Source: an optimization exercise on an open RTL-to-GDS flow (aim: small area). Production flows keep margins and buffers that such runs may drop.
The RTL was checked by simulation tests, not by an equivalence proof against the original design.
Power figures rest on the tool's default switching activity, not on a simulated workload.

job 8072:
==> flow/design.v <==
module top (
    input  logic CLOCK_50,
    input  logic rst,
    input  logic uart_rx,
    output logic uart_tx
);
    localparam logic [8:0] LAST = 9'd433;    
    localparam logic [1:0] M_WAIT = 2'd0, M_PAY = 2'd1, M_TX = 2'd2;
    logic [127:0] ra, rb;
    logic [6:0]   ph;
    logic [8:0]   timer;
    logic [3:0]   per;       
    logic [6:0]   b;         
    logic [1:0]   mode;
    logic         act;
    logic         match;
    logic [3:0]   s;         
    logic [1:0]   cap;
    logic signed [6:0] acc;
    wire [6:0] ph_n = ph + 7'd1;
    wire [6:0] waddr = b[4] ? {b[1:0], b[3:2] + 2'd1, per[2:0]} : {b[3:0], per[2:0]};
    wire win  = act && (mode != M_TX) && !per[3] && (timer[8:7] == 2'b01) && (ph_n == waddr);
    wire wa   = win && (mode == M_PAY) && !b[4];
    wire wb   = win && (mode == M_PAY) &&  b[4];
    always_ff @(posedge CLOCK_50) begin
        ra <= {ra[126:0], wa ? uart_rx : ra[127]};
        rb <= {rb[126:0], wb ? uart_rx : rb[127]};
    end
    wire [1:0] ma = ph[6:5] - b[5:4];
    wire [1:0] mb = ph[6:5] - b[3:2];
    logic atap, btap;
    always_comb begin
        case (ma)
            2'd0: atap = ra[0];
            2'd1: atap = ra[32];
            2'd2: atap = ra[64];
            default: atap = ra[96];
        endcase
        case (mb)
            2'd0: btap = rb[0];
            2'd1: btap = rb[32];
            2'd2: btap = rb[64];
            default: btap = rb[96];
        endcase
    end
    wire [3:0] c    = per + 4'd1;
    wire       cmp  = !c[3] && !b[1];
    wire [3:0] n    = {b[0], c[2:0]};
    wire       k0   = (ph[4:3] == 2'd0);
    wire [3:0] peff = s - {3'd0, k0};
    wire       uval = k0 ? (s != 4'd0 && s <= 4'd8) : (s <= 4'd7);
    wire [3:0] qsum = {1'b0, ph[2:0]} + peff;
    wire       use_ = cmp && uval && (qsum == n) && cap[~ph[3]] && btap;
    wire       neg  = (peff[2:0] == 3'd7) ^ (ph[2:0] == 3'd7);
    wire       capt = (s <= 4'd7) && (ph[2:0] == s[2:0]);
    logic cbit;
    always_comb begin
        case (b)
            7'd127:  cbit = 8'h5A >> c[2:0];
            7'd64:   cbit = 8'h0A >> c[2:0];
            7'd68:   cbit = 8'hA6 >> c[2:0];
            default: cbit = 1'b0;
        endcase
    end
    wire abit = 8'hA5 >> per[2:0];
    wire wrap = (timer == LAST);
    always_ff @(posedge CLOCK_50) begin
        ph <= rst ? 7'd0 : ph_n;
        if (capt) cap[ph[3]] <= atap;
        if (ph[4:0] == 5'd31 && s != 4'd9) s <= s + 4'd1;
        if (use_) acc <= neg ? acc - 7'sd1 : acc + 7'sd1;
        if (win && mode == M_WAIT) match <= match & (uart_rx == abit);
        timer <= timer + 9'd1;
        if (rst) begin
            mode    <= M_WAIT;
            act     <= 1'b0;
            uart_tx <= 1'b1;
        end else if (!act) begin
            if (!uart_rx) begin
                act   <= 1'b1;
                timer <= 9'd0;
                per   <= 4'hF;
                match <= 1'b1;
                s     <= 4'hF;
                if (mode == M_WAIT) b <= 7'd0;
            end
        end else begin
            if (per == 4'd8 && b[1:0] == 2'd3) acc <= 7'sd0;
            if (wrap) begin
                timer <= 9'd0;
                per   <= per + 4'd1;
                s     <= 4'hF;
                if (mode == M_TX) begin
                    if (per == 4'd8) begin
                        per <= 4'hF;
                        if (b == 7'd68) begin
                            mode <= M_WAIT;
                            act  <= 1'b0;
                        end else begin
                            b       <= b + 7'd1;
                            uart_tx <= 1'b0;
                        end
                    end else if (per == 4'd7) begin
                        uart_tx <= 1'b1;
                    end else begin
                        uart_tx <= b[6] ? cbit : acc[0];
                        acc     <= acc >>> 1;
                    end
                end else if (per == 4'd7) begin
                    if (mode == M_WAIT) begin
                        act <= 1'b0;
                        if (match) mode <= M_PAY;
                    end else if (b == 7'd31) begin
                        mode <= M_TX;
                        b    <= 7'd126;
                    end else begin
                        act <= 1'b0;
                        b   <= b + 7'd1;
                    end
                end
            end
        end
    end
endmodule
Settings: LEC_CHECK=0, CAP_MARGIN=20, CORE_MARGIN=2, CORE_UTILIZATION=40, SLEW_MARGIN=20; clock period 20.0 ns.
run.sh (not shown) runs the stock make flow with config.mk's settings and CLKGATE_MAP_FILE= SYNTH_SCRIPT=/design/flow/synth_recipe.tcl, a recipe that flattens the netlist after the stock synthesis.
Job 8072 | status: complete | timing, DRC, antenna: pass
Input changes introduced in job 2014 (baseline for comparison: job 8072):
# job 8072
export LEC_CHECK = 0
export CAP_MARGIN = 20
export CORE_MARGIN = 2
export CORE_UTILIZATION = 40
export SLEW_MARGIN = 20
create_clock -name core_clock -period 20.0 [get_ports {CLOCK_50}]
# job 2014
export LEC_CHECK = 0
export CAP_MARGIN = 20
export CORE_MARGIN = 2
export CORE_UTILIZATION = 60
export CTS_BUF_LIST = sky130_fd_sc_hd__clkbuf_4
export CTS_CLUSTER_SIZE = 30
export SLEW_MARGIN = 20
create_clock -name core_clock -period 20.0 [get_ports {CLOCK_50}]
--- outcome ---
- Job 8072 -> job 2014: final-layout setup total negative slack delta 0, exact match
- Between job 2014 and job 8072, the final worst slack figures differ only marginally.
- Going from job 8072 to job 2014, power attributed to sequential cells essentially unchanged; post-route fraction of the period consumed by the critical path essentially unchanged; final-layout clock buffer total increased 65.
- Summary of the comparison: number of DRC violations after detailed-routing iteration 0 is higher in job 2014, relative to job 8072.
For job 4792, these inputs were changed with respect to job 2014:
# job 2014
export LEC_CHECK = 0
export CAP_MARGIN = 20
export CORE_MARGIN = 2
export CORE_UTILIZATION = 60
export CTS_BUF_LIST = sky130_fd_sc_hd__clkbuf_4
export CTS_CLUSTER_SIZE = 30
export SLEW_MARGIN = 20
create_clock -name core_clock -period 20.0 [get_ports {CLOCK_50}]
# job 4792
export LEC_CHECK = 0
export CAP_MARGIN = 20
export CORE_MARGIN = 2
export CORE_UTILIZATION = 60
export CTS_BUF_LIST = sky130_fd_sc_hd__clkbuf_2 sky130_fd_sc_hd__clkbuf_4
export CTS_CLUSTER_SIZE = 20
export SLEW_MARGIN = 20
create_clock -name core_clock -period 20.0 [get_ports {CLOCK_50}]
Results
- Job 4792 did not stop at any stage, and its layout met the timing, design-rule and antenna checks.
- Diff job 2014..job 4792 | via count of the first global-routing pass | negligible
- Compared with job 2014, overall routed net length in job 4792 increased slightly.
- Taking job 2014 as the reference, in job 4792 worst-case setup margin in the final layout decreased 0.012 ns, max-capacitance violation count essentially unchanged, headroom to the max-slew limit decreased 0.17 points, sum of met3 wire segment lengths after detailed routing increased 25%.

========
Setup of north:
top, a different RTL version from the one above (not shown whole).
Size in the first run: ~520 cells after synthesis, ~7700 um^2 of cells after synthesis.
clock: 20.0 ns
lec_check: 0
cap_margin: 20
core_margin: 2
core_utilization: 60
slew_margin: 20
standard.sh (not shown) runs the stock make flow with config.mk's settings and CLKGATE_MAP_FILE= SYNTH_SCRIPT=/design/flow/synth_recipe.tcl, a recipe that flattens the netlist after the stock synthesis.
==> flow/flow/run.sh <==
#!/bin/bash
# The standard layout (standard.sh) with two changes:
#  1. synthesis maps the logic with an area-oriented ABC script (flow/abc_area.script)
#     in place of ORFS's delay-oriented one; everything else in synthesis is unchanged,
#     so the registers are the standard synthesis's;
#  2. a smaller clock tree: clkbuf_4 only, sink clusters of up to 11 flip-flops within
#     35 um, and no dummy loads.
set -euo pipefail
cp -r "$FLOW_HOME/scripts" scripts_area
cp flow/abc_area.script scripts_area/abc_speed.script
SCRIPTS_DIR="$PWD/scripts_area" bash standard.sh synth > synth_flow.log 2>&1
export CTS_ARGS="-sink_clustering_enable -repair_clock_nets -dont_use_dummy_load -sink_clustering_size 11 -sink_clustering_max_diameter 35 -buf_list sky130_fd_sc_hd__clkbuf_4"
bash standard.sh > standard_flow.log 2>&1
==> flow/flow/abc_area.script <==
&get -n
&st
&syn2
&dch -f
&nf -R 1000 -p
&put
topo
dnsize
Modified inputs, south compared to north
==> flow/flow/run.sh <==
#!/bin/bash
# The standard layout (standard.sh) with these changes:
#  1. synthesis maps the logic with an area-oriented ABC script (flow/abc_area.script)
#     in place of ORFS's delay-oriented one, and leaves adders to ABC instead of
#     extracting them into full/half-adder cells (ADDER_MAP_FILE empty); everything else
#     in synthesis is unchanged, so the registers are the standard synthesis's;
#  2. a smaller clock tree: clkbuf_4 only, sink clusters of up to 12 flip-flops within
#     35 um, and no dummy loads.
set -euo pipefail
cp -r "$FLOW_HOME/scripts" scripts_area
cp flow/abc_area.script scripts_area/abc_speed.script
ADDER_MAP_FILE= SCRIPTS_DIR="$PWD/scripts_area" bash standard.sh synth > synth_flow.log 2>&1
export CTS_ARGS="-sink_clustering_enable -repair_clock_nets -dont_use_dummy_load -sink_clustering_size 12 -sink_clustering_max_diameter 35 -buf_list sky130_fd_sc_hd__clkbuf_4"
bash standard.sh > standard_flow.log 2>&1
--- a/flow/flow/abc_area.script
+++ b/flow/flow/abc_area.script
@@ -3 +3 @@
-&syn2
+&deepsyn -T 30
--- a/flow/config.mk
+++ b/flow/config.mk
@@ -10 +10,2 @@
-export CORE_UTILIZATION = 60
+export CORE_UTILIZATION = 70
+export PLACE_DENSITY = 0.8
Results
south against north: XOR/XNOR share of the synthesized area has decreased; initial standard-cell utilization of the core saw an increase; met1 demand-to-capacity share in global routing shows an increase of 5.9 points. Taking north as the reference point, the area overhead of the layout relative to synthesis of south falls by 1.1 points. Going from north to south, the post-placement cell area was found to have gone down by 300 um^2. Measured against north, the vertical extent of the die of south comes out at 0.914 times the reference value. south: fraction of the mapped netlist area in simple logic gates is 0.37 points higher than what north reported. Compared with north, area after synthesis in south decreased by a few percent. Going from north to south, shortest period the worst path allows now sits lower; sum of buffers and inverters on the critical path now sits lower; worst hold slack now sits lower.

==> what the ideal ports hide <==
Ports are ideal in the flow. The routed layouts listed here were re-timed in OpenROAD. Step 1: set_driving_cell puts a clkbuf_16 on CLOCK_50 and a buf_2 on each other input, an assumption about the parent block. Step 2 adds t to the input delays and takes it off the output delays; t is the mean of the earliest and latest rising clock arrival at the registers after step 1. Input paths then give back, and output paths get back, about the clock's delay inside the block. Three values: ideal ports, drivers, drivers and shift; two values: the first two.
run	t (ns)	slack for setup (ns)	hold slack, ns	worst setup path after step 2	slew at the worst register clock pin (ns)
job 8072	0.577	14.193 / 14.206 / 13.630	0.322 / 0.322 / 0.322	input to register	0.06 / 0.06
job 2014	0.671	14.196 / 14.200 / 13.530	0.312 / 0.312 / 0.312	input to register	0.07 / 0.07
job 4792	0.663	14.184 / 14.188 / 13.526	0.314 / 0.314 / 0.314	input to register	0.07 / 0.07
north	0.608	14.383 / 14.392 / 13.784	0.303 / 0.303 / 0.303	input to register	0.11 / 0.11
south	0.621	14.524 / 14.494 / 14.042	0.269 / 0.269 / 0.269	input to register	0.12 / 0.12
After both steps setup and hold are still met in every run listed. For job 2014, which loses most, drivers alone change the setup slack by +0.004 ns; drivers and shift together by -0.666 ns.
